From an optimization exercise on the open Yosys and OpenROAD flow, aimed at small area; shortcuts taken in it are not production practice. Function was checked by simulation only, so behaviour that the tests miss may differ from the original. Power is estimated from default activity; no workload was simulated.

==> run M <==
==> flow/design.v (excerpt) <==
module etcpu_top #(
   parameter  int INST_MEM_BYTE_ADD_W =  8 ,  
   parameter  int MAIN_MEM_BYTE_ADD_W =  8 ,  
   parameter  int APB_ADD_W           =  4 ,  
   parameter  int APB_DAT_W           = 32 ,  
   localparam int APB_STRB_W     = int'(APB_DAT_W/8)    
)(
   input  logic                  clk                ,  
   input  logic                  rst_n              ,  
   input  logic [APB_ADD_W -1:0] mng_apb4_s_paddr   ,
   input  logic [3         -1:0] mng_apb4_s_pprot   ,
   input  logic                  mng_apb4_s_psel    ,
   input  logic                  mng_apb4_s_penable ,
   input  logic                  mng_apb4_s_pwrite  ,
   input  logic [APB_DAT_W -1:0] mng_apb4_s_pwdata  ,
   input  logic [APB_STRB_W-1:0] mng_apb4_s_pstrb   ,
   input  logic                  mng_apb4_s_pwakeup ,
   output logic                  mng_apb4_s_pready  ,
   output logic [APB_DAT_W -1:0] mng_apb4_s_prdata  ,
  ...
==> module decode_regfile, before the edit <==
module decode_regfile (
   input  logic          clk    ,
   input  logic          rst_n  ,
   input  logic [ 5-1:0] wa     ,
   input  logic [32-1:0] wd     ,
   input  logic [ 5-1:0] rs1    ,
   input  logic          rf1_en ,  
   input  logic [ 3-1:0] fw1    ,  
   input  logic [ 5-1:0] rs2    ,
   input  logic          rf2_en ,
   input  logic [ 3-1:0] fw2    ,
   input  logic [32-1:0] ex_dat ,
   input  logic [32-1:0] ma_dat ,
   output logic [32-1:0] rd1    ,
   output logic [32-1:0] rd2
);
logic [31:1][32-1:0] rf ;
logic [31:1]         ld, hold ;
logic [31:1]         s1, s2 ;
genvar i ;
generate
   for (i=1; i<32; i++) begin: gen_rf
      assign ld[i]   = rst_n & (wa == i[4:0]) ;
      assign hold[i] = rst_n & (wa != i[4:0]) ;
      assign s1[i] = rf1_en & (rs1 == i[4:0]) ;
      assign s2[i] = rf2_en & (rs2 == i[4:0]) ;
      always_ff @(posedge clk)
         rf[i] <= (rf[i] & {32{hold[i]}}) | (wd & {32{ld[i]}}) ;
   end
endgenerate
always_comb begin
   rd1 = ({32{fw1[0]}} & ex_dat) | ({32{fw1[1]}} & ma_dat) | ({32{fw1[2]}} & wd) ;
   rd2 = ({32{fw2[0]}} & ex_dat) | ({32{fw2[1]}} & ma_dat) | ({32{fw2[2]}} & wd) ;
   for (int k=1; k<32; k++) begin
      rd1 = rd1 | ({32{s1[k]}} & rf[k]) ;
      rd2 = rd2 | ({32{s2[k]}} & rf[k]) ;
   end
end
endmodule
export LEC_CHECK = 0
export CAP_MARGIN = 35
export CORE_MARGIN = 2
export CORE_UTILIZATION = 30
export CTS_CLUSTER_DIAMETER = 100
export CTS_CLUSTER_SIZE = 20
export PLACE_DENSITY = 0.45
export SLEW_MARGIN = 20
create_clock -name core_clock -period 15.0 [get_ports {clk}]
standard.sh (not shown) runs the stock make flow with config.mk's settings and CLKGATE_MAP_FILE= SYNTH_SCRIPT=/design/flow/synth_recipe.tcl, a recipe that flattens the netlist after the stock synthesis.
==> flow/flow/run.sh <==
#!/bin/bash
# Own layout flow: the standard flow (standard.sh) with these changes:
#  1. Synthesis is the standard one (same Yosys script, registers mapped by
#     dfflibmap before ABC as usual), but ABC maps the combinational logic
#     with flow/abc_area.script, an area-recovering variant of ORFS's
#     abc_speed.script (delay relaxation instead of buffering/upsizing).
#  2. The port buffers inserted by global placement use
#     sky130_fd_sc_hd__buf_1. Every input and output port still gets one.
#  3. CTS runs with sink clusters of up to 20 flops within 100 um and
#     without dummy loads; the tree is still built from the root, so every
#     register gets its clock through buffers.
# Everything else (floorplan, power grid, taps, placement, routing) is the
# standard flow. All tool logs stay in orfs/logs; standard.sh's own output
# goes to standard.log.
set -o pipefail
W=$(pwd)
cp standard.sh standard.sh.log
rm -rf "$W/scripts_area"
cp -r "$FLOW_HOME/scripts" "$W/scripts_area"
cp "$W/flow/abc_area.script" "$W/scripts_area/abc_speed.script"
export SCRIPTS_DIR="$W/scripts_area"
export BUFFER_PORTS_ARGS="-buffer_cell sky130_fd_sc_hd__buf_1"
export CTS_ARGS="-sink_clustering_enable -repair_clock_nets -sink_clustering_size 20 -sink_clustering_max_diameter 100 -dont_use_dummy_load"
bash standard.sh > "$W/standard.log" 2>&1
rc=$?
grep -h "abc -script" -r "$W/orfs/logs" 2>/dev/null | head -1 | cut -c1-200 >> "$W/standard.log"
exit $rc
==> flow/flow/abc_area.script <==
&get -n
&st
&dch
&nf -R 1000 -p
&st
&syn2
&if -g -K 6
&synch2
&nf -R 1000 -p
&st
&syn2
&if -g -K 6
&synch2
&nf -R 1000 -p
&st
&dch -f
&nf -R 1000 -p -a
&put
topo
stime -c
==> run K: changes against run M <==
--- a/flow/config.mk
+++ b/flow/config.mk
@@ -6,5 +6,5 @@
 export NUM_CORES = 4
 export LEC_CHECK = 0
-export CAP_MARGIN = 35
+export CAP_MARGIN = 27
 export CORE_MARGIN = 2
 export CORE_UTILIZATION = 30
==> run G: changes against run M <==
--- a/flow/design.v
+++ b/flow/design.v
@@ -16,15 +16,16 @@
 );
 logic [31:1][32-1:0] rf ;
-logic [31:1]         ld, hold ;
+logic [32-1:0]       wdr ;
+logic [31:1]         we ;
 logic [31:1]         s1, s2 ;
+assign wdr = wd & {32{rst_n}} ;
 genvar i ;
 generate
    for (i=1; i<32; i++) begin: gen_rf
-      assign ld[i]   = rst_n & (wa == i[4:0]) ;
-      assign hold[i] = rst_n & (wa != i[4:0]) ;
+      assign we[i] = ~rst_n | (wa == i[4:0]) ;
       assign s1[i] = rf1_en & (rs1 == i[4:0]) ;
       assign s2[i] = rf2_en & (rs2 == i[4:0]) ;
       always_ff @(posedge clk)
-         rf[i] <= (rf[i] & {32{hold[i]}}) | (wd & {32{ld[i]}}) ;
+         if (we[i]) rf[i] <= wdr ;
    end
 endgenerate
--- a/flow/config.mk
+++ b/flow/config.mk
@@ -6,9 +6,9 @@
 export NUM_CORES = 4
 export LEC_CHECK = 0
-export CAP_MARGIN = 35
+export CAP_MARGIN = 27
 export CORE_MARGIN = 2
-export CORE_UTILIZATION = 30
+export CORE_UTILIZATION = 35
 export CTS_CLUSTER_DIAMETER = 100
 export CTS_CLUSTER_SIZE = 20
-export PLACE_DENSITY = 0.45
+export PLACE_DENSITY = 0.5
 export SLEW_MARGIN = 20
==> notes <==
- In sequential power, run M and run K hardly differ.
- The highest non-clock buffer count belongs to run M, the lowest to run G.
- Combinational power: run G > run M > run K.
- Of run M and run G, run M has the higher via count (gap about 24%, measured against run G).

---

==> job 1699: inputs <==
etcpu_top, a different RTL version from the one above (not shown whole).
make LEC_CHECK=0 CAP_MARGIN=20 CORE_MARGIN=2 CORE_UTILIZATION=40 SLEW_MARGIN=20 finish   # period 15.0 ns
run.sh (not shown) runs the stock make flow with config.mk's settings and CLKGATE_MAP_FILE= SYNTH_SCRIPT=/design/flow/synth_recipe.tcl, a recipe that flattens the netlist after the stock synthesis.
Stock flow here: none of the scripts above is used.
==> job 6440 (differences from job 1699) <==
--- a/flow/design.v
+++ b/flow/design.v
@@ -232,22 +232,22 @@
 logic [ 9-1:0] p4, pb, pj ;     
 logic [ 9-1:0] pb_sum, pj_sum ;
 logic [ 5-1:0] bhi ;
 logic [13-1:0] jhi ;
 logic [ 9-1:0] pcnu ;
 logic          trap ;
 assign finst   = flush ? 32'h00000033 : inst_mem_dat_out ;
-assign f_jal   = finst[6:0] == OP_JAL ;
-assign f_taken = finst[6:0] == OP_BRANCH & finst[31] ;
+assign f_jal   = inst_mem_dat_out[6:0] == OP_JAL ;
+assign f_taken = inst_mem_dat_out[6:0] == OP_BRANCH & inst_mem_dat_out[31] ;
 assign p4 = {1'b0, pc} + 9'd4 ;
-assign bhi    = {finst[31], finst[7], finst[30:28]} ;
-assign pb_sum = {1'b0, pc} + {1'b0, finst[27:25], finst[11:8], 1'b0} ;
+assign bhi    = {inst_mem_dat_out[31], inst_mem_dat_out[7], inst_mem_dat_out[30:28]} ;
+assign pb_sum = {1'b0, pc} + {1'b0, inst_mem_dat_out[27:25], inst_mem_dat_out[11:8], 1'b0} ;
 assign pb     = {~((bhi == 5'h00 & ~pb_sum[8]) | (bhi == 5'h1f & pb_sum[8])), pb_sum[7:0]} ;
-assign jhi    = {finst[31], finst[19:12], finst[20], finst[30:28]} ;
-assign pj_sum = {1'b0, pc} + {1'b0, finst[27:21], 1'b0} ;
+assign jhi    = {inst_mem_dat_out[31], inst_mem_dat_out[19:12], inst_mem_dat_out[20], inst_mem_dat_out[30:28]} ;
+assign pj_sum = {1'b0, pc} + {1'b0, inst_mem_dat_out[27:21], 1'b0} ;
 assign pj     = {~((jhi == 13'h0000 & ~pj_sum[8]) | (jhi == 13'h1fff & pj_sum[8])), pj_sum[7:0]} ;
 assign pcnu = flush   ? flush_pc      :
               bubble  ? {1'b0, pc}    :
               f_jal   ? pj            :
               f_taken ? pb            :
                         p4            ;
 assign exc_inst_addr_mis = |pcnu[1:0] ;
@@ -261,16 +261,16 @@
       if2id_pc    <= 8'h0 ;
       if2id_taken <= 1'b0 ;
       if2id_ntpc  <= 9'h0 ;
    end else begin
       pc          <= trap ? cfg_trap_hdlr_addr[7:0] : pcnu[7:0] ;
       if (!bubble) if2id_inst <= finst ;
       if2id_pc    <= pc ;
-      if2id_taken <= f_taken ;
-      if2id_ntpc  <= f_taken ? p4 : pb ;
+      if2id_taken <= ~flush & f_taken ;
+      if2id_ntpc  <= flush ? {1'b0, pc} : f_taken ? p4 : pb ;
    end
 logic [32-1:0] inst ;
 logic [ 7-1:0] opcode ;
 logic [ 3-1:0] f3 ;
 logic          is_lui, is_auipc, is_imm, is_rr, is_load, is_store, is_jal, is_jalr, is_branch ;
 logic          rd1_re, rd2_re ;
 logic [ 5-1:0] rs1, rs2 ;
==> qor summary <==
Crit path buffers/inverters: job 1699 5; job 6440 2
Area share of and/or/nand/nor cells after synthesis: job 1699 12.2%; job 6440 12.2%
Power dissipated in combinational cells: job 1699 798 uW; job 6440 807 uW
Power dissipated in sequential cells: job 1699 4260 uW; job 6440 4270 uW
R2r setup slk: job 1699 4.51 ns; job 6440 5.96 ns
Sequential element share of the synthesized area: job 1699 57.4%; job 6440 57.1%
Worst rel slew slack: job 1699 -0.904%; job 6440 10.9%
Post-synthesis instance area: job 1699 64300 sq um; job 6440 64600 sq um
Slew of the pin with the lowest slew margin: job 1699 1.50 ns; job 6440 1.33 ns
Aggregate global-route resource usage: job 1699 40.0%; job 6440 39.2%
Final instance area: job 1699 74800 sq um; job 6440 74600 sq um
Met3 routed wirelength: job 1699 56900 um; job 6440 57800 um
Cell count after placement: job 1699 7607; job 6440 7691
Core area: job 1699 160000 sq um; job 6440 160000 sq um
Adder and majority gate portion of the synthesized area: job 1699 2.44%; job 6440 2.42%
Power density over the cells: job 1699 116 nW/um^2; job 6440 116 nW/um^2
Clock Power: job 1699 3630 uW; job 6440 3560 uW
Vertical die dimension: job 1699 405 um; job 6440 406 um
Dpl hpwl: job 1699 207000 um; job 6440 196000 um
Share of the final layout cell area in multi-input gates: job 1699 35.1%; job 6440 35.4%
Sequential fraction of design power: job 1699 49.0%; job 6440 49.4%
Run status: job 1699 complete, but fails checks; job 6440 finished clean
Reasons for failing layout checks: job 1699 max-capacitance violations; job 6440 -
Delay of the slowest cell on the worst path: job 1699 0.86 ns; job 6440 0.96 ns
Fill cells: job 1699 14500; job 6440 14400

==> port drivers added, routing unchanged <==
In the flow no input, the clock included, has a driving cell. The finished layouts below were timed again as built, in two steps. Step 1 sets driving cells, clkbuf_16 on the clock port and buf_2 on the other inputs (assumed; they add their load-dependent delay and slew). Step 2 also shifts input and output timing later by t, the mid clock arrival at the registers, as if the neighbouring blocks saw the same clock. Three values: ideal, step 1, step 2; two values: the first two.
run | shift t [ns] | setup WS [ns] | worst register clock-pin slew, ns | pins driven straight from the clock port
run M | 0.847 | 1.305 / 1.214 / 2.061 | 0.10 / 0.10 | 1
run K | 0.847 | 0.791 / 0.699 / 1.546 | 0.11 / 0.11 | 1
run G | 0.797 | 1.973 / 1.882 / 2.680 | 0.10 / 0.10 | 1
job 1699 | 0.870 | 0.707 / 0.627 / 1.497 | 0.07 / 0.07 | 1
job 6440 | 0.885 | 1.873 / 1.790 / 2.675 | 0.07 / 0.07 | 1
